From an optimization exercise on the open Yosys and OpenROAD flow, aimed at small area and a short achievable clock period; shortcuts taken in it are not production practice.
In this exercise RTL edits were held to simulation tests only and were not proved equivalent to the original.
Power is estimated from default activity; no workload was simulated.

--- flow/flow/run.sh ---
#!/bin/bash
# The standard layout (standard.sh), with these changes:
#  - synthesis maps the logic with flow/abc_map.script in place of ORFS's
#    abc_speed.script (same Yosys script otherwise, so the same registers);
#  - the port buffers are buf_1 cells;
#  - clock tree synthesis inserts no dummy loads;
#  - repair aims at the setup margin given below.
# Each tool's full output goes to ORFS's own logs under orfs/logs/, and
# make's output to standard_make.log here.
set -euo pipefail
here=$(pwd)
args=()
if [[ -f flow/abc_map.script ]]; then
  sed "s#log_cmd abc {\*}\$abc_args#log_cmd abc -script $here/flow/abc_map.script {*}[lrange \$abc_args 2 end]#" \
    "$FLOW_HOME/scripts/synth.tcl" > "$here/synth_own.tcl"
  grep -q "flow/abc_map.script" "$here/synth_own.tcl"
  sed "s#\$::env(SCRIPTS_DIR)/synth.tcl#$here/synth_own.tcl#" synth_recipe.tcl > "$here/synth_recipe_own.tcl"
  grep -q "synth_own.tcl" "$here/synth_recipe_own.tcl"
  args+=(SYNTH_SCRIPT="$here/synth_recipe_own.tcl")
fi
bash standard.sh ${args[@]+"${args[@]}"} \
  "BUFFER_PORTS_ARGS=-buffer_cell sky130_fd_sc_hd__buf_1" \
  "CTS_ARGS=-sink_clustering_enable -repair_clock_nets -buf_list sky130_fd_sc_hd__clkbuf_8 -dont_use_dummy_load" \
  SETUP_SLACK_MARGIN=5.0 finish > standard_make.log 2>&1
--- flow/flow/abc_map.script ---
strash
dch
map -D 1100
topo
stime -c
buffer -c
upsize -c
dnsize -c
--- flow/standard.sh ---
#!/bin/bash
# synth_recipe.tcl (not shown) runs the flow's synth.tcl, then flattens the netlist and writes it again
# the make line also repeats each setting of config.mk as NAME=value (left out here)
make -C /OpenROAD-flow-scripts/flow DESIGN_CONFIG=/design/flow/config.mk WORK_HOME=/design/flow/orfs CLKGATE_MAP_FILE= SYNTH_SCRIPT=/design/flow/synth_recipe.tcl "${@:-finish}"
--- flow/config.mk ---
export PLATFORM = sky130hd
export DESIGN_NAME = pre_norm
export DESIGN_NICKNAME = pre_norm
export VERILOG_FILES = /design/flow/design.v
export SDC_FILE = /design/flow/constraint.sdc
export NUM_CORES = 4
export LEC_CHECK = 0
export CAP_MARGIN = 20
export CORE_MARGIN = 2
export CORE_UTILIZATION = 70
export PLACE_DENSITY = 0.8
export SETUP_SLACK_MARGIN = 5.0
export SLEW_MARGIN = 20
--- flow/constraint.sdc ---
create_clock -name core_clock -period 9.5 [get_ports {clk}]
set_input_delay 1.9000 -clock core_clock [delete_from_list [all_inputs] [get_ports {clk}]]
set_output_delay 1.9000 -clock core_clock [all_outputs]
set_load 0.01 [all_outputs]
--- flow/design.v ---
`timescale 1ns / 100ps
module pre_norm(clk, rmode, add, opa, opb, opa_nan, opb_nan, fracta_out,
		fractb_out, exp_dn_out, sign, nan_sign, result_zero_sign,
		fasu_op);
input		clk;
input	[1:0]	rmode;
input		add;
input	[31:0]	opa, opb;
input		opa_nan, opb_nan;
output	[26:0]	fracta_out, fractb_out;
output	[7:0]	exp_dn_out;
output		sign;
output		nan_sign, result_zero_sign;
output		fasu_op;
reg	[25:3]	fracta_r;	 
reg	[7:0]	exp_dn_out;
reg		sign, fasu_op, nan_sign, result_zero_sign;
reg		signa_r, signb_r, nan_sign1_r;
wire		signa = opa[31];
wire		signb = opb[31];
wire	[7:0]	expa = opa[30:23];
wire	[7:0]	expb = opb[30:23];
wire	[22:0]	fracta = opa[22:0];
wire	[22:0]	fractb = opb[22:0];
wire		expa_nz = |expa;
wire		expb_nz = |expb;
function [1:0] cmp_gt_eq;	 
	input [31:0] x, y;
	integer i, w;
	reg [31:0] g, e;
	begin
		g = x & ~y;
		e = ~(x ^ y);
		for (w = 1; w < 32; w = w * 2)
			for (i = 0; i < 32; i = i + 2 * w) begin
				g[i] = g[i + w] | (e[i + w] & g[i]);
				e[i] = e[i + w] & e[i];
			end
		cmp_gt_eq = {g[0], e[0]};
	end
endfunction
wire	[1:0]	f_cmp = cmp_gt_eq({9'b0, fractb}, {9'b0, fracta});
wire	[1:0]	e_cmp = cmp_gt_eq({24'b0, expb}, {24'b0, expa});
wire		fb_gt_fa = f_cmp[1];
wire		f_eq = f_cmp[0];
wire		b_gt_a = e_cmp[1] | (e_cmp[0] & fb_gt_fa);
wire		mag_eq = e_cmp[0] & f_eq;
wire		add_d = add ^ signa ^ signb;	 
wire	[7:0]	ea = {expa[7:1], expa[0] | ~expa_nz};
wire	[7:0]	eb = {expb[7:1], expb[0] | ~expb_nz};
function [8:0] sub8;
	input [7:0] x, y;
	integer i, w;
	reg [7:0] g, p, c;
	begin
		g = ~x & y;		 
		p = ~(x ^ y);		 
		c = g;
		for (w = 1; w < 8; w = w * 2)
			for (i = 7; i >= w; i = i - 1) begin
				c[i] = c[i] | (p[i] & c[i - w]);
				p[i] = p[i] & p[i - w];
			end
		sub8 = {c[7], (x ^ y) ^ {c[6:0], 1'b0}};
	end
endfunction
wire	[8:0]	d_ab = sub8(ea, eb);
wire	[8:0]	d_ba = sub8(eb, ea);
wire	[7:0]	exp_diff = d_ab[8] ? d_ba[7:0] : d_ab[7:0];
wire		diff_big = |exp_diff[7:5];
wire	[23:0]	op_small = b_gt_a ? {expa_nz, fracta} : {expb_nz, fractb};
wire	[23:0]	op_large = b_gt_a ? {expb_nz, fractb} : {expa_nz, fracta};
wire	[4:0]	shamt = diff_big ? 5'd31 : exp_diff[4:0];
reg	[23:0]	small_r;
reg	[4:0]	shamt_r;
always @(posedge clk) begin
	fracta_r   <= op_large[22:0];
	small_r    <= op_small;
	shamt_r    <= shamt;
	exp_dn_out <= (!add_d & mag_eq) ? 8'h0 : (b_gt_a ? expb : expa);
	sign       <= b_gt_a ? (signb ^ ~add) : signa;
	fasu_op    <= add_d;
end
wire	[26:0]	sft0 = {small_r, 3'b0};
wire	[26:0]	sft1 = shamt_r[4] ? {16'b0, sft0[26:16]} : sft0;
wire		stk1 = shamt_r[4] & |sft0[15:0];
wire	[26:0]	sft2 = shamt_r[3] ? {8'b0, sft1[26:8]} : sft1;
wire		stk2 = stk1 | (shamt_r[3] & |sft1[7:0]);
wire	[26:0]	sft3 = shamt_r[2] ? {4'b0, sft2[26:4]} : sft2;
wire		stk3 = stk2 | (shamt_r[2] & |sft2[3:0]);
wire	[26:0]	sft4 = shamt_r[1] ? {2'b0, sft3[26:2]} : sft3;
wire		stk4 = stk3 | (shamt_r[1] & |sft3[1:0]);
wire	[26:0]	small_sft = shamt_r[0] ? {1'b0, sft4[26:1]} : sft4;
wire		sticky = stk4 | (shamt_r[0] & sft4[0]);
assign fracta_out = {(|exp_dn_out) | small_r[23], fracta_r, 3'b0};
assign fractb_out = {small_sft[26:1], small_sft[0] | sticky};
always @(posedge clk) begin
	signa_r     <= signa;
	signb_r     <= signb;
	nan_sign1_r <= f_eq ? (signa & signb) : fb_gt_fa ? signb : signa;
end
wire		add_r = fasu_op ^ signa_r ^ signb_r;
wire		rm3 = rmode == 2'd3;
always @(posedge clk) begin
	result_zero_sign <= ( add_r &  signa_r &  signb_r) |
			    (!add_r &  signa_r & !signb_r) |
			    ( add_r & (signa_r |  signb_r) & rm3) |
			    (!add_r & (signa_r == signb_r) & rm3);
	nan_sign <= (opa_nan & opb_nan) ? nan_sign1_r :
		    opb_nan ? signb_r : signa_r;
end
endmodule
==> results.yml, run 1 <==
place:
  gp_congestion: 0.941
  placed_cell_area_um2: 5120
  post-dp-hpwl_um: 9540
  portBuffers: 132
timing:
  rsz0062_at_grt: "false"
  slew_headroom_pct: 44.6
  fin_skew_ps: 1.21
  finalHoldViolCount: 0
  worst_pin_slew_ps: 830
  finalSetupViolCount: 0
  hold_slack_ps: 480
  fin_setup_tns_ps: 0
  slew_violations: 0
  finalCritPeriodShare_pct: 45.1
  finalCriticalPeriod_ps: 4290
  clock.fmax_mhz: 233
floorplanning:
  die_h_um: 85.8
  core_um2: 6420
  dieArea_um2: 7370
  fp.dieW_um: 85.8
  core.rowCount: 29
  start_util_pct: 73.0
  io-pin-count: 136
clock_tree:
  clock_sinks: 67
  cts_max_level: 3
  cts.clk_slew.worst_paths_ps: 80
  clock_latency_ps: 360
  numCtsBuffers: 9
  root_buffer: "clkbuf_8"
  cts_buffer_depth: 2
  cts_tree: "yes"
grt:
  grt_first_pass_wirelength_um: 20100
  grt_max_degree: 63
  antenna_found_initial: 0
  grt_pass1_vias: 4633
  overflow: 0
  grtUsageTotal_pct: 33.6
synth:
  synth_edf_count: 0
  ys_seq_area_share_pct: 28.6
  syn_area_um2: 4690
  ys_warn_count: 1
  synthTopCellsByArea: "dfxtp_1 29%, nand2_1 13%, o21ai_0 13%"
  synth_top_cell_by_area: "dfxtp_1"
  synth_top_flop_cell: "dfxtp_1"
  synth_top_area_share_pct: 28.6
  async_flop_share_pct: 0
  synth.avg_cell_area_um2: 6.75
  postSynthCellCount: 694
  synth_cell_types: 50
  synth.ff_latch_count: 67
drt:
  wl_per_cell_um: 14.5
  first_pass_iters: 22
  via_per_inst: 5.85
  vias: 5158
  first_iter_violations: 330
  routed_wl_um: 12800
  drcViolationCount: 0
  drtAntennaViolNets: 0
power:
  ir_worst_vdd_mv: 0.135
  power.total_uw: 849
  p_int_uw: 512
  power_frac_seq_pct: 41.7
  power_density_nw_per_um2: 161
  power_switching_uw: 336
  clkPwrFrac_pct: 21.2
  p_leak_uw: 0.00240
  swShare_pct: 39.6
  power_frac_comb_pct: 37.0
finish:
  drive_gt1_share_pct: 4.60
  diodes: 0
  finish.instance_area_um2: 5290
  num-nets-final: 917
  fill_cells: 450
  syn_to_final_growth_pct: 12.8
min_path:
  min_to: "result_zero_sign"
  hold_path.class: "flip-flop to flip-flop"
  hold_start: "signa_r"
  min_delay_path_depth: 2
setup_path:
  cp_max_fo: 27
  r2r_cells: 5
  critical_path_required_ps: 7600
  rrSetupSlack_ps: 8420
  critPathLaunchType: "flip-flop"
  r2r-end: "result_zero_sign"
  cp.arrival_ps: 2390
  r2r_start: "signa_r"
  crit_path_end_kind: "output port"
  path_class: "flip-flop to output port"
status:
  status: "no timing/DRC/antenna violations"
job:
  cap_viol_max_count: 0
[layer usage]
layer,GRT usage (%),vias up,wire length [µm]
li1,-,2545,-
met3,7.12,38,1020
met4,13.0,0,316
met1,39.7,2328,4910
met5,0,-,0
met2,59.3,247,6580
[cells in the mapped netlist, types with 2 or more instances]
cell type    n
ha_1        40
buf_6        2
clkinv_1     3
o21ai_1      2
inv_1       79
nor2_1      47
buf_2        9
nor3_1      10
xnor2_1      5
a21oi_2      2
a31oi_1     17
a211oi_1     6
o2111ai_1    3
nor4_1       8
o22ai_1      5
o21ai_0    119
nand4_1     10
clkbuf_1    18
o211ai_1     2
dfxtp_1     67
xor2_1       4
a211oi_2     2
buf_4        4
buf_1        2
inv_2        2
a21oi_1     29
nand3_1     11
mux2i_1      6
nand2_1    159
[sequential cells by signal (all words and copies together) (netlist names)]
signal            cells
result_zero_sign      1
fracta_r             23
signb_r               1
fasu_op               1
sign                  1
small_r              24
signa_r               1
exp_dn_out            8
shamt_r               5
nan_sign1_r           1
nan_sign              1
[critical path: stages, from the launching register on]
cell and delay (ps):
dfxtp_2 580, clkinv_2 290, nor3_1 250, a31oi_1 90, mux2i_1 200, nand2_1 70
o21ai_0 110, nor2_1 80, a31oi_1 210, buf_1 170
[worst max path at each step]
stage | startpoint | endpoint | slack [ps]
2_1_floorplan | opa[27] | shamt_r[0] | 5730
3_3_place_gp | opa[28] | exp_dn_out[3] | 5060
3_5_place_dp | opa[28] | sign | 4890
4_1_cts | shamt_r[2] | fractb_out[3] | 5090
5_1_grt | shamt_r[3] | fractb_out[10] | 5040
6_report | shamt_r[3] | fractb_out[10] | 5210
[what timing repair did]
| item | 4_1_cts | 5_1_grt |
|---|---|---|
| gates cloned | 0 | 1 |
| hold buffers | 0 | 0 |
| setup buffers | 0 | 0 |
| pin swaps | 0 | 0 |
| setup endpoints to repair | 22 | 19 |
| hold endpoints to repair | 0 | 0 |
| resized for setup | 3 | 3 |
[placed cells by master, fill, tap and decap left out, types with 2 or more instances in the layout]
cell and n:
o22ai_1 5, mux2i_1 6, inv_2 2, xnor2_1 5, a211oi_2 2, o2111ai_1 3, clkbuf_8 9, buf_1 132
xor2_1 4, nor2_1 47, ha_1 40, o21ai_1 2, nand3_1 11, a211oi_1 6, nor4_1 8, a21oi_1 29
nand2_1 159, dfxtp_2 3, a31oi_1 17, o211ai_1 2, clkinv_2 2, conb_1 3, nor3_1 10, o21ai_0 119
dfxtp_1 64, inv_1 78, a21oi_2 2, nand4_1 10
[cell families (layout without fill, tap and decap cells)]
family                   after synthesis  in the layout  share of synthesized area [%]
other                                  1              3                         0.0800
AO/OA/AOI/OAI                        198            198                           24.2
XOR/XNOR                              10             10                           2.03
multiplexers                           6              6                           1.28
flip-flops                            67             67                           28.6
buffers and inverters                119            228                           10.4
adder cells (fa/ha/maj)               40             40                           10.7
AND/OR/NAND/NOR                      253            253                           22.7
[cell type report]
type | instances | area, µm² | area share, %
Sequential cell | 67 | 1350 | 25.4
Clock buffer | 9 | 124 | 2.34
Inverter | 84 | 322 | 6.08
Timing Repair inverter | 1 | 5.00 | 0.0947
Timing Repair Buffer | 134 | 531 | 10.0
Tap cell | 77 | 96.3 | 1.82
Multi-Input combinational cell | 510 | 2870 | 54.2
[metrics by stage]
step	std cells	setup slack [ps]	utilization, %
2_1_floorplan	696	5730	-
3_3_place_gp	871	5060	79.7
5_1_grt	882	5040	82.3
6_report	882	5210	82.3
3_5_place_dp	871	4890	79.7
4_1_cts	880	5090	81.7
[power groups by stage]
stage | Clock, µW | Sequential [µW] | Combinational, µW
floorplan | 0 | 351 | 222
global placement | 0 | 356 | 292
detailed placement | 0 | 357 | 303
CTS | 179 | 352 | 306
global route | 188 | 359 | 352
finish | 180 | 354 | 314
==> inputs of run 2 (changes only) <==
==> flow/flow/abc_map.script (replaced) <==
strash
dch
map -D 1200
topo
stime -c
buffer -c
upsize -c
dnsize -c
==> run 2 against run 1 <==
Clock power shrank 2%. Combinational power shrank 4%. Non-clock buffer count shrank 1. Wire length shrank 5.4%. Maximum frequency grew 1.3%. Cell area shrank 0.12%. Via count shrank 1.7%. Largest cell class unchanged.
==> results.yml, run 2 <==
status:
  status: "no timing/DRC/antenna violations"
synth:
  synth_cell_types: 48
  synthTopCellsByArea: "dfxtp_1 29%, o21ai_0 13%, nand2_1 13%"
  ys_warn_count: 1
  syn_area_um2: 4670
  postSynthCellCount: 690
  synth_edf_count: 0
  synthTopCellsByCount: "158 x nand2_1, 126 x o21ai_0, 80 x inv_1"
  ys_seq_area_share_pct: 28.7
  async_flop_share_pct: 0
  synth.ff_latch_count: 67
  synth_top_flop_cell: "dfxtp_1"
  synth.avg_cell_area_um2: 6.77
  synth.most_common_cell: "nand2_1"
  synth_top_area_share_pct: 28.7
  synth_top_cell_by_area: "dfxtp_1"
setup_path:
  cp_max_fo: 25
  crit_path_end_kind: "output port"
  path_class: "flip-flop to output port"
  critPathLaunchType: "flip-flop"
  cp.arrival_ps: 2330
  cp_slowest_cell: "dfxtp_1"
  critPathTopFamily: "buffers and inverters"
  path_buf_inv: 3
  crit_chain: "clkinv_2, nor2_1, inv_1, o22ai_1, nand2_1, o21ai_0, buf_1"
  slowest_delay_ps: 690
  critical_path_required_ps: 7600
place:
  gp_congestion: 0.931
  portBuffers: 132
  post-dp-hpwl_um: 9360
  numPlacedInstances: 867
  placed_cell_area_um2: 5130
drt:
  wl_met3_um: 942
  drcViolationCount: 0
  met2_length_um: 5980
  wl_per_cell_um: 13.8
  vias: 5072
  routed_wl_um: 12100
  wl_met1_um: 4870
  first_iter_violations: 370
  via_per_inst: 5.78
  drtAntennaViolNets: 0
  highest_layer: "met4"
  first_pass_iters: 6
timing:
  finalHoldViolCount: 0
  clock.fmax_mhz: 236
  fin_setup_tns_ps: 0
  finalCriticalPeriod_ps: 4230
  slew_headroom_pct: 47.1
  rsz0062_at_grt: "false"
  finalCritPeriodShare_pct: 44.5
  slew_violations: 0
  finalSetupViolCount: 0
  fin_skew_ps: 0.855
  worst_pin_slew_ps: 792
grt:
  grt_pass1_vias: 4533
  grtUsageTotal_pct: 33.4
  overflow: 0
  grt_max_degree: 51
  grt_first_pass_wirelength_um: 19900
  antenna_found_initial: 0
floorplanning:
  start_util_pct: 73.2
  core.rowCount: 29
  fp.dieW_um: 85.7
  die_h_um: 85.7
  dieArea_um2: 7350
  core_um2: 6390
  io-pin-count: 136
min_path:
  hold_path.class: "flip-flop to flip-flop"
clock_tree:
  cts.clk_slew.worst_paths_ps: 80
  numCtsBuffers: 9
  root_buffer: "clkbuf_8"
  clock_latency_ps: 350
  cts_tree: "yes"
  cts_buffer_depth: 2
  cts_max_level: 3
  clock_sinks: 67
power:
  ir_worst_vdd_mv: 0.164
  power.total_uw: 833
  p_leak_uw: 0.00238
  power_density_nw_per_um2: 158
finish:
  instances_no_fill: 877
  fill_cells: 459
  final_common_cell: "nand2_1"
  largest_register_ffs: 24
  utilization_pct: 82.7
  finish.instance_area_um2: 5280
  diodes: 0
  top_regs: "small_r: 24 flops, fracta_r: 23 flops, exp_dn_out: 8 flops"
  regMostFlops: "small_r"
  num-nets-final: 912
  drive_gt1_share_pct: 3.88
  final_cell_mix: "158 x nand2_1, 132 x buf_1, 126 x o21ai_0"
  regArea_um2: 1350
  syn_to_final_growth_pct: 13.0
  multi_input_area_um2: 2860
job:
  cap_viol_max_count: 0
-- run 2: cell count changes in the layout (fill, tap and decap cells not counted), moves of 2 or more --
cell        delta
mux2i_1        +4
a21oi_1        -4
a31oi_1        -5
a211oi_1       +4
dfxtp_2        -2
nor2_1         -4
dfxtp_4        +2
nand4_1        -5
o21ai_0        +7
clkinvlp_4     +2
a211oi_2       -2
nor3_1         -2
nand3_1        +4
-- run 2: final cells by class --
class	count	area share, %
Inverter	84	6.14
Clock buffer	9	2.35
Tap cell	77	1.82
Multi-Input combinational cell	506	54.1
Timing Repair inverter	1	0.142
Sequential cell	67	25.6
Timing Repair Buffer	133	9.90
-- run 2: repair_timing --
| item | CTS | global route |
|---|---|---|
| hold buffers | 0 | 0 |
| cloned | 1 | 0 |
| buffers inserted | 0 | 0 |
| endpoints found under the setup margin | 18 | 19 |
| resized for setup | 5 | 4 |
| hold endpoints to repair | 0 | 0 |
-- run 2: tightest hold or removal path, cell delays in order (launching register included) --
cell     delay [ps]
dfxtp_1         340
nand2_1          60
nand2_1          40
-- run 2: worst paths after layout --
| check | slack [ps] | from | depth (start not counted) | end |
|---|---|---|---|---|
| worst max register to register | 8460 | fasu_op | 5 | result_zero_sign |
| worst max-delay path | 5270 | shamt_r[1] | 7 | fractb_out[21] |
| worst min register to register | 480 | signa_r | 2 | result_zero_sign |
| worst min-delay path | 480 | signa_r | 2 | result_zero_sign |
-- run 2: through the flow --
step	hold WS [ps]	worst slack (ps)
floorplan	448	5690
global placement	458	5090
detailed placement	464	5090
CTS	477	5140
global route	502	5050
finish	476	5270
-- run 2: logic make-up after synthesis --
family          after synthesis  synth area share [%]
buf+inv                     119                  10.3
mux                          10                  2.14
compound gates              198                  24.2
fa+ha+maj                    40                  10.7
flops                        67                  28.7
other cells                   1                0.0802
xor+xnor                     10                  1.87
simple gates                245                  22.0
-- run 2: power by group --
part	switching [µW]	internal, µW
clock	91.4	84.3
sequential	36.4	322
combinational	196	103
-- run 2: metal layers --
metal  up-vias  GRT usage (%)
met4         0           12.7
met1      2251           40.6
met2       248           57.1
met3        46           7.99
li1       2527              -
met5         -              0
==> inputs of run 3 (changes only) <==
==> flow/flow/abc_map.script (replaced) <==
strash
dch
map -D 1200
topo
stime -c
upsize -c
dnsize -c
==> run 3 against run 2 <==
Critical path type is now input port to flip-flop. Clock power grew 3%. Still clean on timing, DRC and antenna. Total power grew 1.6%. Via count grew 2.4%. Hold slack gained 31 ps.
==> results.yml, run 3 <==
place:
  placed_cell_area_um2: 5090
  place_ws_ps: 4860
  gp_congestion: 0.948
  portBuffers: 132
  post-dp-hpwl_um: 9930
  numPlacedInstances: 867
timing:
  fin_setup_tns_ps: 0
  finalCritPeriodShare_pct: 45.6
  finalCriticalPeriod_ps: 4330
  worst_slack_ps: 5170
  finalHoldViolCount: 0
  worst_pin_slew_ps: 1110
  slew_headroom_pct: 25.1
  fin_skew_ps: 0.363
  rsz0062_at_grt: "false"
  slew_violations: 0
  clock.fmax_mhz: 231
  finalSetupViolCount: 0
finish:
  multi_input_area_um2: 2820
  top_regs: "small_r: 24 flops, fracta_r: 23 flops, exp_dn_out: 8 flops"
  diodes: 0
  syn_to_final_growth_pct: 16.6
  instances_no_fill: 876
  regMostFlops: "small_r"
  largest_register_ffs: 24
  drive_gt1_share_pct: 3.75
  num-nets-final: 911
  final_cell_mix: "159 x nand2_1, 132 x buf_1, 119 x o21ai_0"
  regArea_um2: 1350
  finish.instance_area_um2: 5240
  final_common_cell: "nand2_1"
  fill_cells: 387
drt:
  first_iter_violations: 335
  drtAntennaViolNets: 0
  via_per_inst: 5.93
  routed_wl_um: 13000
  drcViolationCount: 0
  wl_per_cell_um: 14.8
  vias: 5193
  first_pass_iters: 5
power:
  p_leak_uw: 0.00207
  power_frac_seq_pct: 42.6
  clkPwrFrac_pct: 21.4
  ir_worst_vdd_mv: 0.113
  power_switching_uw: 337
  p_int_uw: 510
  power_frac_comb_pct: 36.0
  swShare_pct: 39.8
  power_density_nw_per_um2: 162
setup_path:
  cp_max_fo: 50
  crit_path_end_kind: "flip-flop"
  critical_path_required_ps: 9720
  crit_top_cell: "a211oi_1"
  r2r_start: "signa_r"
  slowest_delay_ps: 500
  crit_path_start: "opa[28]"
  critPathTopFamily: "compound AO/OA/AOI/OAI gates"
  critPathLaunchType: "input port"
  cp_slowest_cell: "o21a_4"
  crit_chain: "buf_1, clkinv_1, ha_1, a21oi_1, nor3_1, a211oi_1, a21boi_1, o21a_4, nor2_1, a211oi_1"
  path_buf_inv: 2
  path_class: "input port to flip-flop"
  cp.arrival_ps: 4550
  rrSetupSlack_ps: 8360
grt:
  grt_max_degree: 51
  grt_first_pass_wirelength_um: 20900
  antenna_found_initial: 0
  grtUsageTotal_pct: 36.4
  grt_pass1_vias: 4802
  overflow: 0
floorplanning:
  core.rowCount: 29
  start_util_pct: 71.5
  die_h_um: 84.1
  io-pin-count: 136
  fp.dieW_um: 84.1
  dieArea_um2: 7070
  core_um2: 6280
synth:
  synthTopCellsByArea: "dfxtp_1 30%, o21ai_0 13%, nand2_1 13%"
  ys_seq_area_share_pct: 29.9
  synth_cell_types: 38
  synth_top_flop_cell: "dfxtp_1"
  syn_area_um2: 4490
  synth.ff_latch_count: 67
  postSynthCellCount: 658
  synth_top_area_share_pct: 29.9
  synth_edf_count: 0
  synth.most_common_cell: "nand2_1"
  ys_warn_count: 1
  async_flop_share_pct: 0
  synth_top_cell_by_area: "dfxtp_1"
  synth.avg_cell_area_um2: 6.82
  synthTopCellsByCount: "159 x nand2_1, 120 x o21ai_0, 79 x clkinv_1"
clock_tree:
  cts_tree: "yes"
  clock_sinks: 67
  clock_latency_ps: 350
  cts_buffer_depth: 2
  numCtsBuffers: 9
  root_buffer: "clkbuf_8"
  cts_setup_buffers: 0
  cts_max_level: 3
  cts.clk_slew.worst_paths_ps: 60
status:
  status: "no timing/DRC/antenna violations"
min_path:
  hold_start: "signa_r"
  hold_path.class: "flip-flop to flip-flop"
job:
  cap_viol_max_count: 0
==> run 3: final cells by class <==
type	count	share of cell area (%)
Clock buffer	9	2.37
Timing Repair Buffer	133	9.99
Inverter	84	6.12
Tap cell	77	1.84
Multi-Input combinational cell	506	53.9
Sequential cell	67	25.8
==> run 3: power groups by stage <==
stage	clock (µW)	combinational (µW)	sequential (µW)
floorplan	0	190	365
finish	182	305	360
CTS	179	297	358
global placement	0	278	362
detailed placement	0	293	363
global route	190	338	365
==> run 3: repair_timing <==
item | 4_1_cts | 5_1_grt
setup endpoints to repair | 15 | 36
hold buffers | 0 | 0
pin swaps | 0 | 0
cloned | 0 | 0
resized for setup | 3 | 8
endpoints found under the hold margin | 0 | 0
==> run 3: final timing paths <==
path	endpoint	cells after the start
max	exp_dn_out[0]	10
min	result_zero_sign	2
max reg2reg	result_zero_sign	5
min reg2reg	result_zero_sign	2
==> run 3: logic make-up after synthesis <==
| family | synth area share, % |
|---|---|
| other | 0.0835 |
| flip-flops | 29.9 |
| XOR/XNOR | 1.95 |
| AO/OA/AOI/OAI | 24.7 |
| multiplexers | 2.23 |
| adder cells (fa/ha/maj) | 11.1 |
| AND/OR/NAND/NOR | 22.5 |
| buffers and inverters | 7.52 |
==> run 3: through the flow <==
| stage | util [%] | hold slack (ps) | power, µW |
|---|---|---|---|
| CTS | 83.2 | 505 | 834 |
| floorplan | - | 452 | 555 |
| detailed placement | 81.1 | 498 | 656 |
| global route | 83.4 | 527 | 893 |
| global placement | 80.7 | 475 | 640 |
| finish | 83.4 | 507 | 847 |
==> run 3: tightest hold or removal path, cell delays in order (launching register included) <==
cell	delay (ps)
dfxtp_1	340
nand2_1	80
nand2_1	50
==> run 3: metal layers <==
| metal | part of all wire (%) | vias up | GRT usage [%] |
|---|---|---|---|
| li1 | - | 2530 | - |
| met5 | 0 | - | 0 |
| met4 | 4.1 | 0 | 19.1 |
| met3 | 7.3 | 64 | 8.31 |
| met2 | 49 | 249 | 63.0 |
| met1 | 40 | 2350 | 41.6 |
==> inputs of run 4 (changes only) <==
--- a/flow/flow/run.sh
+++ b/flow/flow/run.sh
@@ -21,4 +21,4 @@
 bash standard.sh ${args[@]+"${args[@]}"} \
   "BUFFER_PORTS_ARGS=-buffer_cell sky130_fd_sc_hd__buf_1" \
   "CTS_ARGS=-sink_clustering_enable -repair_clock_nets -buf_list sky130_fd_sc_hd__clkbuf_8 -dont_use_dummy_load" \
-  SETUP_SLACK_MARGIN=5.0 finish > standard_make.log 2>&1
+  SETUP_SLACK_MARGIN=5.4 finish > standard_make.log 2>&1
==> flow/flow/abc_map.script (replaced) <==
strash
dch
map -D 1200
topo
stime -c
buffer -c
upsize -c
dnsize -c
==> run 4 against run 3 <==
Still clean on timing, DRC and antenna. Global-route usage is 3.0 points lower. Register-to-register slack better by 100 ps. Via count is 1.2% lower. Synthesized area is 4.1% higher. Sequential share of layout area is 0.47 points lower. Maximum frequency is 7.4% higher. Largest power group unchanged. Highest routed layer unchanged.
==> results.yml, run 4 <==
synth:
  ys_seq_area_share_pct: 28.7
  synth_top_flop_cell: "dfxtp_1"
  ys_warn_count: 1
  synthTopCellsByArea: "dfxtp_1 29%, o21ai_0 13%, nand2_1 13%"
  synth.avg_cell_area_um2: 6.77
  synth_top_cell_by_area: "dfxtp_1"
  synth_top_area_share_pct: 28.7
  synth.ff_latch_count: 67
  synth.most_common_cell: "nand2_1"
  synth_edf_count: 0
  async_flop_share_pct: 0
  synthTopCellsByCount: "158 x nand2_1, 126 x o21ai_0, 80 x inv_1"
  synth_cell_types: 48
  syn_area_um2: 4670
  postSynthCellCount: 690
setup_path:
  cp_slowest_cell: "o21a_4"
  path_class: "input port to flip-flop"
  critPathTopFamily: "compound AO/OA/AOI/OAI gates"
  cp.depth: 9
  cp_max_fo: 50
  cp.arrival_ps: 4200
  path_buf_inv: 2
  r2r_cells: 5
  slowest_delay_ps: 470
  critPathLaunchType: "input port"
  r2r-end: "result_zero_sign"
  crit_chain: "buf_1, inv_1, ha_1, a21oi_1, nor3_1, a211oi_4, a21boi_2, o21a_4, o21ai_0"
  critical_path_required_ps: 9670
  r2r_start: "fasu_op"
  crit_path_start: "opa[28]"
  rrSetupSlack_ps: 8460
  crit_path_end_kind: "flip-flop"
  setup.worst_path.end: "small_r[9]"
finish:
  regMostFlops: "small_r"
  num-nets-final: 915
  final_cell_mix: "158 x nand2_1, 132 x buf_1, 118 x o21ai_0"
  final_common_cell: "nand2_1"
  diodes: 0
  largest_register_ffs: 24
  drive_gt1_share_pct: 5.73
  syn_to_final_growth_pct: 14.6
  instances_no_fill: 880
  regArea_um2: 1360
  top_regs: "small_r: 24 flops, fracta_r: 23 flops, exp_dn_out: 8 flops"
  fill_cells: 439
  multi_input_area_um2: 2900
drt:
  drtAntennaViolNets: 0
  first_iter_violations: 364
  via_per_inst: 5.83
  routed_wl_um: 12400
  drcViolationCount: 0
  wl_per_cell_um: 14.1
  vias: 5129
  first_pass_iters: 9
timing:
  finalHoldViolCount: 0
  worst_pin_slew_ps: 615
  fin_setup_tns_ps: 0
  clock.fmax_mhz: 248
  fin_skew_ps: 1.18
  finalCriticalPeriod_ps: 4030
  slew_violations: 0
  finalCritPeriodShare_pct: 42.4
  worst_slack_ps: 5470
  rsz0062_at_grt: "true"
  finalSetupViolCount: 0
  slew_headroom_pct: 58.8
clock_tree:
  cts.clk_slew.worst_paths_ps: 80
  ctsHoldBuffers: 0
  cts_buffer_depth: 2
  cts_max_level: 3
  root_buffer: "clkbuf_8"
  clock_latency_ps: 350
  cts_tree: "yes"
  clock_sinks: 67
  numCtsBuffers: 9
place:
  portBuffers: 132
  place_ws_ps: 5090
  post-dp-hpwl_um: 9360
  gp_congestion: 0.931
  numPlacedInstances: 867
floorplanning:
  start_util_pct: 73.2
  io-pin-count: 136
  dieArea_um2: 7350
  core.rowCount: 29
  fp.dieW_um: 85.7
  die_h_um: 85.7
  core_um2: 6390
power:
  power_frac_comb_pct: 36.9
  power_frac_seq_pct: 42.3
  p_leak_uw: 0.00240
  p_int_uw: 513
  swShare_pct: 39.1
  power_density_nw_per_um2: 157
  ir_worst_vdd_mv: 0.163
  clkPwrFrac_pct: 20.8
  power_switching_uw: 330
grt:
  grt_max_degree: 51
  met2_usage_pct: 57.3
  antenna_found_initial: 0
  grt_busiest_layer: "met2"
  grt_first_pass_wirelength_um: 19900
  grt_pass1_vias: 4537
  grtUsageTotal_pct: 33.4
  overflow: 0
  grt.met3_usage_pct: 8.08
  grtUsageMet1_pct: 40.5
status:
  status: "no timing/DRC/antenna violations"
min_path:
  hold_path.class: "flip-flop to flip-flop"
job:
  cap_viol_max_count: 0
==> run 4: area by class of cell <==
| class | count | area share [%] |
|---|---|---|
| Timing Repair inverter | 2 | 0.280 |
| Timing Repair Buffer | 135 | 10.1 |
| Multi-Input combinational cell | 506 | 54.1 |
| Tap cell | 77 | 1.80 |
| Inverter | 84 | 6.10 |
| Sequential cell | 67 | 25.3 |
| Clock buffer | 9 | 2.31 |
==> run 4: how the worst min path moves through the flow <==
stage          startpoint               end  slack, ps  cells after the start
4_1_cts           signa_r  result_zero_sign        480                      2
6_report          signa_r  result_zero_sign        480                      2
3_3_place_gp      signa_r  result_zero_sign        460                      2
5_1_grt           signa_r  result_zero_sign        500                      2
2_1_floorplan     signa_r  result_zero_sign        450                      2
3_5_place_dp      signa_r  result_zero_sign        460                      2
==> run 4: through the flow <==
step	util (%)	hold slack (ps)	total power (µW)	cell area, µm²
after floorplan	-	448	568	4680
after global placement	79.9	458	640	5100
after detailed placement	80.4	464	653	5130
after CTS	82.7	477	830	5280
after global routing	83.9	502	900	5360
final	83.9	476	843	5360
==> run 4: repair_timing <==
item	CTS	global route
endpoints found under the setup margin	26	53
cloned	1	1
pin swaps	0	3
buffers inserted	0	2
resized for setup	10	22
==> run 4: worst reg2reg max path, delay by kind of cell (launching register included) <==
kind,cells,cell delay [ps]
AO/OA/AOI/OAI,1,70
flip-flops,1,390
XOR/XNOR,2,340
AND/OR/NAND/NOR,2,130
==> run 4: cell families (layout without fill, tap and decap cells) <==
group / after synthesis / in the layout / share of synthesized area, %
adders and majority gates: 40 / 40 / 10.7
buffers and inverters: 119 / 230 / 10.3
DFF: 67 / 67 / 28.7
and+or+nand+nor: 245 / 245 / 22.0
AOI/OAI and AO/OA: 198 / 198 / 24.2
muxes: 10 / 10 / 2.14
other: 1 / 3 / 0.0802
xor gates and xnor gates: 10 / 10 / 1.87
==> run 4: power groups by stage <==
| stage | logic, µW | registers, µW | clock network (µW) |
|---|---|---|---|
| floorplan | 218 | 350 | 0 |
| global placement | 280 | 361 | 0 |
| detailed placement | 292 | 361 | 0 |
| CTS | 296 | 357 | 177 |
| global route | 350 | 361 | 189 |
| finish | 311 | 356 | 175 |
==> run 4: layer usage <==
| layer | share of wire, % | wire length, µm |
|---|---|---|
| met3 | 7.7 | 956 |
| met2 | 49 | 6140 |
| met5 | 0 | 0 |
| met1 | 40 | 4990 |
| met4 | 2.8 | 351 |
==> inputs of run 5 (changes only) <==
--- a/flow/flow/run.sh
+++ b/flow/flow/run.sh
@@ -21,4 +21,4 @@
 bash standard.sh ${args[@]+"${args[@]}"} \
   "BUFFER_PORTS_ARGS=-buffer_cell sky130_fd_sc_hd__buf_1" \
   "CTS_ARGS=-sink_clustering_enable -repair_clock_nets -buf_list sky130_fd_sc_hd__clkbuf_8 -dont_use_dummy_load" \
-  SETUP_SLACK_MARGIN=5.4 finish > standard_make.log 2>&1
+  SETUP_SLACK_MARGIN=5.25 finish > standard_make.log 2>&1
==> flow/flow/abc_map.script (replaced) <==
strash
dch
map -D 1300
topo
stime -c
buffer -c
upsize -c
dnsize -c
==> run 5 against run 4 <==
Cell count did not move. Wire length decreased by 2.8%. Largest power group unchanged. Still clean on timing, DRC and antenna. Combinational power down 2%. Worst setup slack worse by 27 ps. Largest cell class unchanged.
==> results.yml, run 5 <==
timing:
  hold_slack_ps: 477
  slew_violations: 0
  finalSetupViolCount: 0
  finalCritPeriodShare_pct: 42.7
  rsz0062_at_grt: "false"
  slew_headroom_pct: 40.5
  finalHoldViolCount: 0
  clock.fmax_mhz: 246
  fin_skew_ps: 0.165
  worst_pin_slew_ps: 886
  finalCriticalPeriod_ps: 4060
  fin_setup_tns_ps: 0
setup_path:
  cp_slowest_cell: "dfxtp_4"
  cp_max_fo: 21
  crit_path_end_kind: "output port"
  cp.arrival_ps: 2160
  critical_path_required_ps: 7600
  path_class: "flip-flop to output port"
  crit_chain: "clkinvlp_2, nor3_1, a31oi_1, mux2i_1, mux2i_1, inv_1, nand2_1, o21ai_0, buf_1"
  r2r_start: "fasu_op"
  slowest_delay_ps: 490
  critPathLaunchType: "flip-flop"
  crit_path_start: "shamt_r[3]"
  crit_top_cell: "mux2i_1"
power:
  p_int_uw: 512
  power_frac_comb_pct: 36.4
  clkPwrFrac_pct: 21.0
  power_density_nw_per_um2: 158
  ir_worst_vdd_mv: 0.148
  power_switching_uw: 327
  p_leak_uw: 0.00247
  swShare_pct: 39.0
  power_frac_seq_pct: 42.7
synth:
  synth.avg_cell_area_um2: 6.74
  synth_top_cell_by_area: "dfxtp_1"
  synthTopCellsByCount: "129 x nand2_1, 102 x o21ai_0, 91 x inv_1"
  synth_top_area_share_pct: 28.8
  synth_edf_count: 0
  synth.most_common_cell: "nand2_1"
  syn_area_um2: 4660
  postSynthCellCount: 691
  ys_seq_area_share_pct: 28.8
  synth_cell_types: 45
  synth_top_flop_cell: "dfxtp_1"
  ys_warn_count: 1
  synth.ff_latch_count: 67
  synthTopCellsByArea: "dfxtp_1 29%, o21ai_0 11%, ha_1 11%"
  async_flop_share_pct: 0
clock_tree:
  cts.clk_slew.worst_paths_ps: 90
  cts_tree: "yes"
  numCtsBuffers: 9
  cts_buffer_depth: 2
  clock_latency_ps: 350
  cts_max_level: 3
  clock_sinks: 67
  root_buffer: "clkbuf_8"
  ctsHoldBuffers: 0
finish:
  multi_input_area_um2: 2820
  fill_cells: 437
  syn_to_final_growth_pct: 13.8
  num-nets-final: 915
  top_regs: "small_r: 24 flops, fracta_r: 23 flops, exp_dn_out: 8 flops"
  diodes: 0
  final_cell_mix: "132 x buf_1, 129 x nand2_1, 100 x o21ai_0"
  regArea_um2: 1350
  regMostFlops: "small_r"
  final_common_cell: "buf_1"
  largest_register_ffs: 24
  drive_gt1_share_pct: 4.73
grt:
  antenna_found_initial: 0
  overflow: 0
  grt_first_pass_wirelength_um: 20500
  grt_max_degree: 95
  grt_pass1_vias: 4856
  grtUsageTotal_pct: 34.1
drt:
  first_iter_violations: 347
  vias: 5055
  wl_per_cell_um: 13.7
  first_pass_iters: 6
  routed_wl_um: 12100
  via_per_inst: 5.74
  drcViolationCount: 0
  drtAntennaViolNets: 0
floorplanning:
  start_util_pct: 72.9
  die_h_um: 85.6
  io-pin-count: 136
  fp.dieW_um: 85.6
  core.rowCount: 29
  core_um2: 6390
  dieArea_um2: 7320
min_path:
  hold_start: "signa_r"
  hold_path.class: "flip-flop to flip-flop"
place:
  post-dp-hpwl_um: 9290
  gp_congestion: 1.01
  portBuffers: 132
status:
  status: "no timing/DRC/antenna violations"
job:
  cap_viol_max_count: 0
-- run 5: area by class of cell --
class / count / share of cell area [%]
tap: 77 / 1.82
inverter: 94 / 6.90
sequential: 67 / 25.5
multi-input combinational: 496 / 53.1
timing repair buffer: 134 / 9.94
timing repair inverter: 3 / 0.331
clock buffer: 9 / 2.34
-- run 5: routing by layer --
metal / vias to the layer above / wire [µm] / GRT usage (%)
met3: 29 / 853 / 6.26
li1: 2518 / - / -
met5: - / 0 / 0
met4: 0 / 227 / 12.1
met1: 2265 / 4890 / 39.7
met2: 243 / 6120 / 62.1
-- run 5: stage by stage --
stage               instance area, µm²  utilization, %  power, µW  cells  worst slack [ps]
finish                            5300            83.0        839    880              5440
global route                      5300            83.0        894    880              5260
CTS                               5250            82.1        828    878              5390
detailed placement                5090            79.6        651    867              4880
global placement                  5090            79.6        640    867              5080
floorplan                         4660               -        569    693              5640
-- run 5: power groups by stage --
stage               combinational [µW]  clock [µW]  sequential [µW]
floorplan                          220           0              349
global placement                   280           0              360
finish                             305         176              358
global route                       346         187              362
CTS                                293         177              358
detailed placement                 290           0              361
-- run 5: worst max-delay path, delay by kind of cell (launching register included) --
family / cells / cell delay, ps
AO/OA/AOI/OAI: 2 / 190
flip-flops: 1 / 490
AND/OR/NAND/NOR: 2 / 300
multiplexers: 2 / 290
buffers and inverters: 3 / 540
-- run 5: kinds of logic after synthesis --
kind of cell | share of synthesized area [%]
and+or+nand+nor | 20.5
AOI/OAI and AO/OA | 23.4
buffers and inverters | 11.4
DFF | 28.8
adders and majority gates | 10.7
muxes | 3.22
xor gates and xnor gates | 1.88
other | 0.0805
-- run 5: timing repair --
item                                    CTS  global route
setup buffers                             0             1
gates cloned                              2             1
endpoints found under the setup margin   28            66
resized for setup                        11            12
pin swaps                                 0             3
-- run 5: path summary, 6_finish.rpt --
| kind | cells after the start | end | slack (ps) |
|---|---|---|---|
| setup / recovery | 9 | fractb_out[12] | 5440 |
| hold / removal | 2 | result_zero_sign | 480 |
| setup reg to reg | 5 | result_zero_sign | 8460 |
| hold reg to reg | 2 | result_zero_sign | 480 |
==> inputs of run 6 (changes only) <==
==> flow/flow/abc_map.script (replaced) <==
strash
dch
map -D 1200
topo
stime -c
buffer -c
upsize -c
dnsize -c
==> run 6 against run 5 <==
Highest routed layer unchanged. Synthesized area is 0.38% higher. Non-clock buffer count stayed put. Still clean on timing, DRC and antenna. Cell area is 0.40% higher. Critical path type unchanged. Sequential power hardly changed.
==> results.yml, run 6 <==
power:
  p_leak_uw: 0.00239
  power_density_nw_per_um2: 158
  swShare_pct: 39.0
  ir_worst_vdd_mv: 0.165
  power_switching_uw: 327
  power.total_uw: 838
  p_int_uw: 511
  power_frac_seq_pct: 42.6
  clkPwrFrac_pct: 20.9
  power_frac_comb_pct: 36.5
synth:
  postSynthCellCount: 690
  synth_top_area_share_pct: 28.7
  ys_seq_area_share_pct: 28.7
  synth.ff_latch_count: 67
  synthTopCellsByCount: "158 x nand2_1, 126 x o21ai_0, 80 x inv_1"
  synth.avg_cell_area_um2: 6.77
  synth_top_flop_cell: "dfxtp_1"
  synth_top_cell_by_area: "dfxtp_1"
  synth_edf_count: 0
  synthTopCellsByArea: "dfxtp_1 29%, o21ai_0 13%, nand2_1 13%"
  ys_warn_count: 1
  async_flop_share_pct: 0
  synth.most_common_cell: "nand2_1"
  syn_area_um2: 4670
  synth_cell_types: 48
finish:
  num-nets-final: 914
  syn_to_final_growth_pct: 13.8
  diodes: 0
  instances_no_fill: 879
  regMostFlops: "small_r"
  fill_cells: 451
  top_regs: "small_r: 24 flops, fracta_r: 23 flops, exp_dn_out: 8 flops"
  largest_register_ffs: 24
  utilization_pct: 83.3
  drive_gt1_share_pct: 4.74
  final_common_cell: "nand2_1"
  final_cell_mix: "158 x nand2_1, 132 x buf_1, 126 x o21ai_0"
place:
  gp_congestion: 0.931
  numPlacedInstances: 867
  portBuffers: 132
  post-dp-hpwl_um: 9360
setup_path:
  crit_path_end_kind: "output port"
  cp_max_fo: 24
  rrSetupSlack_ps: 8460
  path_class: "flip-flop to output port"
  critical_path_required_ps: 7600
  critPathLaunchType: "flip-flop"
  cp.arrival_ps: 2140
grt:
  grtUsageTotal_pct: 33.4
  grt_busiest_layer: "met2"
  grt_first_pass_wirelength_um: 19900
  grt.met3_usage_pct: 7.99
  overflow: 0
  grt_pass1_vias: 4533
  grtUsageMet1_pct: 40.6
  grt_max_degree: 51
  antenna_found_initial: 0
  met2_usage_pct: 57.1
clock_tree:
  cts_max_level: 3
  numCtsBuffers: 9
  clock_latency_ps: 350
  ctsHoldBuffers: 0
  clock_sinks: 67
  cts_tree: "yes"
  cts_buffer_depth: 2
  cts.clk_slew.worst_paths_ps: 80
  root_buffer: "clkbuf_8"
job:
  cap_viol_max_count: 0
min_path:
  hold_path.class: "flip-flop to flip-flop"
timing:
  fin_setup_tns_ps: 0
  hold_slack_ps: 476
  rsz0062_at_grt: "true"
  slew_headroom_pct: 50.0
  slew_violations: 0
  finalCriticalPeriod_ps: 4040
  finalHoldViolCount: 0
  finalSetupViolCount: 0
  clock.fmax_mhz: 247
  finalCritPeriodShare_pct: 42.5
  fin_skew_ps: 1.18
  worst_pin_slew_ps: 749
drt:
  drcViolationCount: 0
  first_iter_violations: 360
  first_pass_iters: 5
  drtAntennaViolNets: 0
  vias: 5059
  routed_wl_um: 12300
  wl_per_cell_um: 14.0
  via_per_inst: 5.76
floorplanning:
  core_um2: 6390
  dieArea_um2: 7350
  io-pin-count: 136
  core.rowCount: 29
  fp.dieW_um: 85.7
  start_util_pct: 73.2
  die_h_um: 85.7
status:
  status: "no timing/DRC/antenna violations"
## run 6: cell count changes after synthesis, moves of 3 or more
| cell | delta |
|---|---|
| a21oi_1 | -25 |
| o21ai_0 | +24 |
| nand2_1 | +29 |
| o21ai_1 | -3 |
| mux2i_1 | -5 |
| clkbuf_1 | +3 |
| inv_1 | -11 |
| nor2_1 | -20 |
| a31oi_1 | +3 |
| buf_4 | -3 |
## run 6: metrics by stage
stage               area [µm²]  worst slack (ps)
global placement          5100              5090
finish                    5320              5460
CTS                       5280              5280
floorplan                 4680              5690
global route              5320              5240
detailed placement        5130              5090
## run 6: final cells by class
class | count | area (µm²) | share of cell area, %
flip-flops and latches | 67 | 1350 | 25.5
clock buffers | 9 | 124 | 2.33
repair inverters | 2 | 12.5 | 0.235
well taps | 77 | 96.3 | 1.81
multi-input cells | 506 | 2870 | 54.0
inverters | 84 | 325 | 6.12
repair buffers | 134 | 534 | 10.0
## run 6: layer usage
| metal | wire length (µm) | up-vias |
|---|---|---|
| met5 | 0 | - |
| met4 | 339 | 0 |
| met3 | 889 | 43 |
| met2 | 6030 | 245 |
| met1 | 5010 | 2240 |
| li1 | - | 2531 |
## run 6: kinds of logic (layout without fill, tap and decap cells)
family                   Yosys count  count (layout)  synth area share [%]
adder cells (fa/ha/maj)           40              40                  10.7
flip-flops                        67              67                  28.7
XOR/XNOR                          10              10                  1.87
AND/OR/NAND/NOR                  245             245                  22.0
other                              1               3                0.0802
buffers and inverters            119             229                  10.3
multiplexers                      10              10                  2.14
AO/OA/AOI/OAI                    198             198                  24.2
## run 6: worst paths after layout
| kind | cells past startpoint | from | end |
|---|---|---|---|
| min | 2 | signa_r | result_zero_sign |
| max reg2reg | 5 | fasu_op | result_zero_sign |
| max | 9 | shamt_r[3] | fractb_out[11] |
| min reg2reg | 2 | signa_r | result_zero_sign |
## run 6: timing repair
action,CTS,global route
endpoints found under the setup margin,26,29
pin swaps,0,3
setup buffers,0,1
resized for setup,8,7
gates cloned,1,1
## run 6: critical path, stage by stage (launching register included)
cell        delay (ps)
dfxtp_4            510
clkinvlp_2         290
nor3_1             220
a31oi_1             80
mux2i_1            180
nand2_1             70
nand2_1             80
nor2_1              40
a31oi_1            150
buf_1              170
## run 6: power by group through the flow
stage / sequential (µW) / clock [µW] / combinational [µW]
final: 357 / 175 / 306
after global routing: 361 / 189 / 344
after CTS: 356 / 177 / 296
after detailed placement: 361 / 0 / 292
after global placement: 361 / 0 / 280
after floorplan: 350 / 0 / 218
==> inputs of run 7 (changes only) <==
--- a/flow/config.mk
+++ b/flow/config.mk
@@ -7,7 +7,7 @@
 export LEC_CHECK = 0
 export CAP_MARGIN = 20
 export CORE_MARGIN = 2
-export CORE_UTILIZATION = 70
-export PLACE_DENSITY = 0.8
+export CORE_UTILIZATION = 60
+export PLACE_DENSITY = 0.7
 export SETUP_SLACK_MARGIN = 5.0
 export SLEW_MARGIN = 20
==> run 7 against run 6 <==
Still clean. Core utilization is 13 points lower. Synthesized cell count stayed put. Combinational power hardly changed. Critical path depth is 1 higher. Register-to-register slack worse by 20 ps. Via count is 3.7% lower. Synthesized area stayed put. First-iteration DRC count is 31% lower. Non-clock buffer count is 1 higher. Global-route usage is 5.5 points lower. Critical path type unchanged. Critical endpoint is now fractb_out[1].
==> results.yml, run 7 <==
drt:
  drtAntennaViolNets: 0
  first_pass_iters: 5
  drcViolationCount: 0
  wl_per_cell_um: 13.0
  via_per_inst: 5.38
  first_iter_violations: 248
  routed_wl_um: 11800
  vias: 4871
floorplanning:
  core.rowCount: 32
  fp.dieW_um: 92.3
  io-pin-count: 136
  start_util_pct: 61.1
  core_um2: 7650
  dieArea_um2: 8510
  die_h_um: 92.3
finish:
  drive_gt1_share_pct: 4.98
  syn_to_final_growth_pct: 15.2
  instances_no_fill: 906
  fill_cells: 675
  largest_register_ffs: 24
  regMostFlops: "small_r"
  diodes: 0
  top_regs: "small_r: 24 flops, fracta_r: 23 flops, exp_dn_out: 8 flops"
  final_common_cell: "nand2_1"
  num-nets-final: 916
  final_cell_mix: "158 x nand2_1, 132 x buf_1, 126 x o21ai_0"
setup_path:
  slowest_delay_ps: 350
  crit_top_cell: "o21ai_0"
  critical_path_required_ps: 7600
  cp_max_fo: 20
  crit_chain: "buf_12, o21ai_0, nor2_1, a31oi_1, nand2_1, o21ai_0, o22ai_1, a31oi_1, o21ai_0, buf_1"
  cp_slowest_cell: "dfxtp_2"
  crit_path_end_kind: "output port"
  cp.arrival_ps: 2160
  critPathLaunchType: "flip-flop"
  path_class: "flip-flop to output port"
synth:
  postSynthCellCount: 690
  synth.most_common_cell: "nand2_1"
  synth-simple-area-share_pct: 22.0
  synth_top_flop_cell: "dfxtp_1"
  synth_fa_ha_area_share_pct: 10.7
  synth_edf_count: 0
  synthTopCellsByArea: "dfxtp_1 29%, o21ai_0 13%, nand2_1 13%"
  synth_top_family_by_area: "compound AO/OA/AOI/OAI gates"
  synth-xor-area-share_pct: 1.87
  synthTopCellsByCount: "158 x nand2_1, 126 x o21ai_0, 80 x inv_1"
  synth_top_area_share_pct: 28.7
  ys_warn_count: 1
  synth.avg_cell_area_um2: 6.77
  async_flop_share_pct: 0
  synth_top_cell_by_area: "dfxtp_1"
  synth_cell_types: 48
  ys_seq_area_share_pct: 28.7
  syn_area_um2: 4670
  synth.ff_latch_count: 67
  synth_mux_area_share_pct: 2.14
  synth_compound_area_share_pct: 24.2
place:
  post-dp-hpwl_um: 9280
  numPlacedInstances: 893
  gp_congestion: 0.922
  portBuffers: 132
grt:
  grt_first_pass_wirelength_um: 19400
  grt_pass1_vias: 4426
  overflow: 0
  grt_max_degree: 51
  antenna_found_initial: 0
  grtUsageTotal_pct: 27.8
clock_tree:
  cts_setup_buffers: 0
  numCtsBuffers: 9
  clock_sinks: 67
  cts_buffer_depth: 2
  root_buffer: "clkbuf_8"
  cts.clk_slew.worst_paths_ps: 80
  ctsHoldBuffers: 0
  cts_tree: "yes"
  clock_latency_ps: 340
  cts_max_level: 3
job:
  cap_viol_max_count: 0
timing:
  finalCriticalPeriod_ps: 4060
  slew_headroom_pct: 58.6
  slew_violations: 0
  fin_skew_ps: 9.74
  finalCritPeriodShare_pct: 42.7
  clock.fmax_mhz: 246
  finalSetupViolCount: 0
  rsz0062_at_grt: "false"
  worst_pin_slew_ps: 619
  fin_setup_tns_ps: 0
  finalHoldViolCount: 0
status:
  status: "no timing/DRC/antenna violations"
min_path:
  hold_path.class: "flip-flop to flip-flop"
power:
  ir_worst_vdd_mv: 0.109
  power_density_nw_per_um2: 156
  p_leak_uw: 0.00241
[run 7: final cells by class]
cell class | count | area [µm²] | area share, %
Sequential cell | 67 | 1350 | 25.1
Multi-Input combinational cell | 506 | 2870 | 53.3
Timing Repair Buffer | 135 | 568 | 10.6
Clock buffer | 9 | 124 | 2.30
Inverter | 84 | 325 | 6.05
Timing Repair inverter | 3 | 20.0 | 0.372
Tap cell | 102 | 128 | 2.37
[run 7: metal layers]
| layer | vias to the layer above | track usage, % | wire (µm) |
|---|---|---|---|
| met1 | 2158 | 35.6 | 5160 |
| met5 | - | 0 | 0 |
| met2 | 179 | 48.4 | 5670 |
| met4 | 0 | 6.22 | 128 |
| met3 | 12 | 5.67 | 828 |
| li1 | 2522 | - | - |
[run 7: timing repair]
action / CTS / global route
gates cloned: 1 / 3
gates resized for setup: 6 / 11
setup endpoints to repair: 26 / 28
[run 7: report_power, final]
part / switching [µW] / internal (µW)
Clock: 93.3 / 84.3
Combinational: 198 / 109
Sequential: 32.9 / 322
Total: 325 / 515
[run 7: cell families (layout without fill, tap and decap cells)]
kind of cell | Yosys count | after routing
buffers and inverters | 119 | 231
other | 1 | 3
adders and majority gates | 40 | 40
DFF | 67 | 67
xor gates and xnor gates | 10 | 10
muxes | 10 | 10
and+or+nand+nor | 245 | 245
AOI/OAI and AO/OA | 198 | 198
[run 7: path summary, 6_finish.rpt]
| kind | cells after the start | slack (ps) | startpoint | end |
|---|---|---|---|---|
| worst max-delay path | 10 | 5440 | shamt_r[4] | fractb_out[1] |
| worst min-delay path | 2 | 480 | signa_r | result_zero_sign |
| worst max register to register | 5 | 8440 | signa_r | result_zero_sign |
| worst min register to register | 2 | 480 | signa_r | result_zero_sign |
[run 7: through the flow]
| step | utilization, % | power [µW] | setup WS (ps) | area [µm²] | hold WS, ps |
|---|---|---|---|---|---|
| 4_1_cts | 69.5 | 834 | 5260 | 5310 | 484 |
| 6_report | 70.4 | 840 | 5440 | 5380 | 482 |
| 3_5_place_dp | 67.6 | 655 | 5100 | 5170 | 473 |
| 3_3_place_gp | 67.3 | 645 | 5080 | 5140 | 459 |
| 2_1_floorplan | - | 568 | 5690 | 4680 | 448 |
| 5_1_grt | 70.4 | 903 | 5250 | 5380 | 500 |
[run 7: worst max-delay path: cells and delay by family, from the launching register on]
family / cells / cell delay [ps]
simple gates: 2 / 140
compound gates: 6 / 1040
flops: 1 / 350
buf+inv: 2 / 300
==> inputs of run 8 (changes only) <==
--- a/flow/flow/run.sh
+++ b/flow/flow/run.sh
@@ -20,5 +20,5 @@
 fi
 bash standard.sh ${args[@]+"${args[@]}"} \
   "BUFFER_PORTS_ARGS=-buffer_cell sky130_fd_sc_hd__buf_1" \
-  "CTS_ARGS=-sink_clustering_enable -repair_clock_nets -buf_list sky130_fd_sc_hd__clkbuf_8 -dont_use_dummy_load" \
-  SETUP_SLACK_MARGIN=5.25 finish > standard_make.log 2>&1
+  "CTS_ARGS=-sink_clustering_enable -repair_clock_nets -buf_list sky130_fd_sc_hd__clkbuf_4 -dont_use_dummy_load" \
+  SETUP_SLACK_MARGIN=5.0 finish > standard_make.log 2>&1
==> flow/flow/abc_map.script (replaced) <==
strash
dch
map -D 1500
topo
stime -c
buffer -c
upsize -c
dnsize -c
==> run 8 against run 7 <==
Still clean. First-iteration DRC count increased by 2.8%. Critical path depth decreased by 2. Critical path type unchanged. Largest power group unchanged. Cell count decreased by 0.66%. Highest routed layer unchanged.
==> results.yml, run 8 <==
status:
  status: "no timing/DRC/antenna violations"
setup_path:
  crit_path_start: "shamt_r[4]"
  crit_top_cell: "o21ai_0"
  critical_path_required_ps: 7600
  path_class: "flip-flop to output port"
  rrSetupSlack_ps: 8410
  crit_chain: "clkinv_1, nand3_1, o21ai_0, o21ai_0, o221ai_1, nand2_1, o2111ai_1, buf_1"
  cp_max_fo: 38
  path_buf_inv: 2
  crit_path_end_kind: "output port"
  r2r_cells: 5
  r2r_start: "signa_r"
  critPathTopFamily: "compound AO/OA/AOI/OAI gates"
  cp.arrival_ps: 2360
  critPathLaunchType: "flip-flop"
  r2r-end: "result_zero_sign"
  cp_slowest_cell: "dfxtp_4"
  cp.depth: 8
  slowest_delay_ps: 560
  setup.worst_path.end: "fractb_out[0]"
drt:
  drtAntennaViolNets: 0
  routed_wl_um: 12200
  vias: 4879
  first_iter_violations: 255
  drcViolationCount: 0
  via_per_inst: 5.42
  first_pass_iters: 5
  wl_per_cell_um: 13.5
grt:
  grt_max_degree: 71
  overflow: 0
  antenna_found_initial: 0
  grt_first_pass_wirelength_um: 19100
  grt_pass1_vias: 4242
  grtUsageTotal_pct: 28.0
power:
  ir_worst_vdd_mv: 0.126
  power_switching_uw: 316
  clkPwrFrac_pct: 16.1
  p_leak_uw: 0.00246
  power_density_nw_per_um2: 150
  power.total_uw: 785
  power_frac_comb_pct: 38.3
  power_frac_seq_pct: 45.6
  p_int_uw: 469
  swShare_pct: 40.3
timing:
  finalCritPeriodShare_pct: 44.8
  slew_violations: 0
  worst_slack_ps: 5240
  fin_setup_tns_ps: 0
  clock.fmax_mhz: 235
  finalHoldViolCount: 0
  fin_skew_ps: 1.02
  finalCriticalPeriod_ps: 4260
  finalSetupViolCount: 0
  hold_slack_ps: 482
  rsz0062_at_grt: "true"
  slew_headroom_pct: 39.9
  worst_pin_slew_ps: 895
synth:
  synthTopCellsByCount: "130 x nand2_1, 90 x inv_1, 79 x o21ai_0"
  synth_edf_count: 0
  async_flop_share_pct: 0
  ys_warn_count: 1
  ys_seq_area_share_pct: 28.8
  synth-simple-area-share_pct: 19.8
  postSynthCellCount: 688
  synth-xor-area-share_pct: 1.88
  synth_top_cell_by_area: "dfxtp_1"
  synthTopCellsByArea: "dfxtp_1 29%, ha_1 11%, nand2_1 10%"
  synth_compound_area_share_pct: 23.6
  synth_cell_types: 42
  synth.most_common_cell: "nand2_1"
  synth_fa_ha_area_share_pct: 10.7
  synth_top_flop_cell: "dfxtp_1"
  synth_top_family_by_area: "compound AO/OA/AOI/OAI gates"
  synth_mux_area_share_pct: 3.44
  synth.avg_cell_area_um2: 6.77
  synth.ff_latch_count: 67
  synth_top_area_share_pct: 28.8
  syn_area_um2: 4660
floorplanning:
  die_h_um: 92.1
  dieArea_um2: 8480
  fp.dieW_um: 92.1
  start_util_pct: 61.2
  io-pin-count: 136
  core.rowCount: 32
  core_um2: 7610
finish:
  final_common_cell: "buf_1"
  top_regs: "small_r: 24 flops, fracta_r: 23 flops, exp_dn_out: 8 flops"
  regMostFlops: "small_r"
  final_cell_mix: "132 x buf_1, 130 x nand2_1, 89 x inv_1"
  drive_gt1_share_pct: 3.63
  diodes: 0
  utilization_pct: 68.6
  fill_cells: 704
  largest_register_ffs: 24
  syn_to_final_growth_pct: 12.1
  num-nets-final: 910
place:
  portBuffers: 132
  place_ws_ps: 4530
  post-dp-hpwl_um: 9700
  gp_congestion: 0.953
clock_tree:
  cts.clk_slew.worst_paths_ps: 120
  clock_latency_ps: 410
  cts_max_level: 3
  cts_tree: "yes"
  clock_sinks: 67
  numCtsBuffers: 9
  root_buffer: "clkbuf_4"
  cts_buffer_depth: 2
job:
  cap_viol_max_count: 0
min_path:
  hold_path.class: "flip-flop to flip-flop"
[run 8: cells by family after synthesis]
group,Yosys count
flip-flops,67
XOR/XNOR,10
multiplexers,16
buffers and inverters,132
AO/OA/AOI/OAI,196
adder cells (fa/ha/maj),40
AND/OR/NAND/NOR,226
other,1
[run 8: worst min-delay path by stage]
| stage | start | endpoint | cells after the start | slack (ps) |
|---|---|---|---|---|
| floorplan | signa_r | result_zero_sign | 2 | 450 |
| global placement | signa_r | result_zero_sign | 2 | 460 |
| detailed placement | signa_r | result_zero_sign | 2 | 460 |
| CTS | signa_r | result_zero_sign | 2 | 480 |
| global route | signa_r | result_zero_sign | 2 | 530 |
| finish | signa_r | result_zero_sign | 2 | 480 |
[run 8: tightest hold or removal path, delay by kind of cell (launching register included)]
family	cells	cell delay [ps]
simple gates	2	100
flops	1	350
[run 8: metal layers]
metal | share of wire (%) | GRT usage [%]
met1 | 41 | 34.7
met2 | 51 | 49.3
met3 | 6.3 | 6.24
met4 | 1.3 | 6.84
met5 | 0 | 0
[run 8: layout make-up]
type	instances	area, µm²	area share, %
Multi-Input combinational cell	492	2790	53.5
Sequential cell	67	1350	25.9
Timing Repair Buffer	134	514	9.85
Inverter	95	362	6.93
Tap cell	102	128	2.44
Clock buffer	9	67.6	1.29
Timing Repair inverter	1	7.51	0.144
[run 8: power by group through the flow]
stage / clock network (µW) / registers, µW / logic (µW)
2_1_floorplan: 0 / 349 / 222
3_3_place_gp: 0 / 361 / 288
3_5_place_dp: 0 / 361 / 294
4_1_cts: 131 / 357 / 297
5_1_grt: 142 / 363 / 339
6_report: 127 / 358 / 301
[run 8: stage by stage]
step                cells  cell area, µm²
floorplan             690            4660
global placement      888            5110
detailed placement    888            5110
CTS                   899            5200
global route          900            5220
finish                900            5220
[run 8: timing repair]
item                       CTS  global route
setup buffers                0             1
hold buffers                 0             0
gates cloned                 2             0
setup endpoints to repair   52            60
pin swaps                    1             0
gates resized for setup      5             5
==> inputs of run 9 (changes only) <==
--- a/flow/config.mk
+++ b/flow/config.mk
@@ -7,7 +7,7 @@
 export LEC_CHECK = 0
 export CAP_MARGIN = 20
 export CORE_MARGIN = 2
-export CORE_UTILIZATION = 60
-export PLACE_DENSITY = 0.7
+export CORE_UTILIZATION = 70
+export PLACE_DENSITY = 0.8
 export SETUP_SLACK_MARGIN = 5.0
 export SLEW_MARGIN = 20
==> run 9 against run 8 <==
Clock skew is essentially flat. Core utilization grew 12 points. Clock power is essentially flat. Wire length shrank 1.4%. Cell count shrank 2.9%. Die area shrank 14%. Hold slack gained 12 ps. Critical endpoint unchanged. Largest power group unchanged.
==> results.yml, run 9 <==
clock_tree:
  cts_tree: "yes"
  cts_setup_buffers: 0
  cts.clk_slew.worst_paths_ps: 120
  clock_sinks: 67
  numCtsBuffers: 9
  ctsHoldBuffers: 0
synth:
  synth_top_area_share_pct: 28.8
  synth_cell_types: 42
  syn_area_um2: 4660
  synthTopCellsByCount: "130 x nand2_1, 90 x inv_1, 79 x o21ai_0"
  ys_seq_area_share_pct: 28.8
  synthTopCellsByArea: "dfxtp_1 29%, ha_1 11%, nand2_1 10%"
  async_flop_share_pct: 0
  ys_warn_count: 1
  synth.ff_latch_count: 67
  synth_edf_count: 0
  synth.most_common_cell: "nand2_1"
  synth.avg_cell_area_um2: 6.77
  synth_top_flop_cell: "dfxtp_1"
setup_path:
  path_class: "flip-flop to output port"
  path_buf_inv: 3
  r2r_start: "signa_r"
  slowest_delay_ps: 340
  cp_max_fo: 38
  crit_chain: "buf_6, clkinv_1, nand3_1, o21ai_0, o21ai_0, o221ai_1, nand2_1, o2111ai_1, buf_1"
  crit_path_start: "shamt_r[4]"
  crit_top_cell: "o21ai_0"
  critPathLaunchType: "flip-flop"
  rrSetupSlack_ps: 8440
  critPathTopFamily: "compound AO/OA/AOI/OAI gates"
  r2r-end: "result_zero_sign"
floorplanning:
  fp.dieW_um: 85.6
  die_h_um: 85.6
  dieArea_um2: 7320
  start_util_pct: 72.9
  core_um2: 6390
place:
  portBuffers: 132
drt:
  drcViolationCount: 0
  via_per_inst: 5.77
  routed_wl_um: 12000
  vias: 5041
power:
  power_density_nw_per_um2: 152
  p_leak_uw: 0.00246
  ir_worst_vdd_mv: 0.139
finish:
  regMostFlops: "small_r"
  num-nets-final: 909
  diodes: 0
  fill_cells: 480
  drive_gt1_share_pct: 3.39
  final_common_cell: "buf_1"
  regArea_um2: 1350
  multi_input_area_um2: 2780
grt:
  overflow: 0
  grt_max_degree: 95
  grtUsageTotal_pct: 32.5
  grt_pass1_vias: 4497
  antenna_found_initial: 0
  grt_first_pass_wirelength_um: 19400
timing:
  slew_violations: 0
  finalCriticalPeriod_ps: 4260
  worst_pin_slew_ps: 840
  rsz0062_at_grt: "false"
  finalHoldViolCount: 0
  clock.fmax_mhz: 235
  finalSetupViolCount: 0
status:
  status: "no timing/DRC/antenna violations"
min_path:
  min_to: "result_zero_sign"
  hold_path.class: "flip-flop to flip-flop"
  min_delay_path_depth: 2
  hold_start: "signa_r"
job:
  cap_viol_max_count: 0
[run 9: kinds of logic after synthesis]
kind of cell               count (synthesis)  share of synthesized area (%)
xor gates and xnor gates                  10                           1.88
muxes                                     16                           3.44
AOI/OAI and AO/OA                        196                           23.6
DFF                                       67                           28.8
buffers and inverters                    132                           11.6
other                                      1                         0.0805
and+or+nand+nor                          226                           19.8
adders and majority gates                 40                           10.7
[run 9: worst max path at each step]
stage / end / slack, ps / cells past startpoint
4_1_cts: fractb_out[21] / 5070 / 7
5_1_grt: fractb_out[3] / 5030 / 8
3_3_place_gp: small_r[16] / 4900 / 11
2_1_floorplan: shamt_r[0] / 5630 / 17
3_5_place_dp: small_r[3] / 4690 / 12
6_report: fractb_out[0] / 5240 / 9
[run 9: metrics by stage]
stage               hold WS, ps  setup WS, ps  area (µm²)  std cells  util [%]
finish                      494          5240        5180        874      81.1
global route                515          5030        5180        874      81.1
CTS                         490          5070        5170        874      80.9
detailed placement          473          4690        5090        864      79.6
global placement            459          4900        5090        864      79.6
floorplan                   448          5630        4660        690         -
[run 9: repair_timing]
action                     4_1_cts  5_1_grt
setup endpoints to repair       20       72
pin swaps                        0        0
gates resized for setup          4        5
gates cloned                     1        0
[run 9: where the power goes]
part	total [µW]	internal, µW	switching [µW]
clock network	128	44.0	84.2
logic	304	105	200
registers	353	320	33.0
[run 9: metal layers]
metal | global-route usage, % | vias to the layer above | routed length (µm)
li1 | - | 2511 | -
met1 | 39.7 | 2243 | 4800
met2 | 57.8 | 253 | 6050
met3 | 5.97 | 34 | 866
met4 | 10.2 | 0 | 306
met5 | 0 | - | 0
[run 9: worst min-delay path, cell delays in order (launching register included)]
cell	delay, ps
dfxtp_1	360
nand2_1	60
nand2_1	40
[run 9: area by class of cell]
| type | instances | area share [%] |
|---|---|---|
| clock buffers | 9 | 1.30 |
| inverters | 95 | 6.98 |
| multi-input cells | 491 | 53.7 |
| flip-flops and latches | 67 | 26.0 |
| well taps | 77 | 1.86 |
| repair buffers | 134 | 10.0 |
| repair inverters | 1 | 0.145 |

Re-timed with assumed drivers on the ports (clkbuf_16 on the clock, buf_2 on other inputs), run 9 has 5.213 ns of setup slack against 5.241 ns with ideal ports, and 4.841 ns once port delays also move by the mid clock arrival of 0.412 ns.
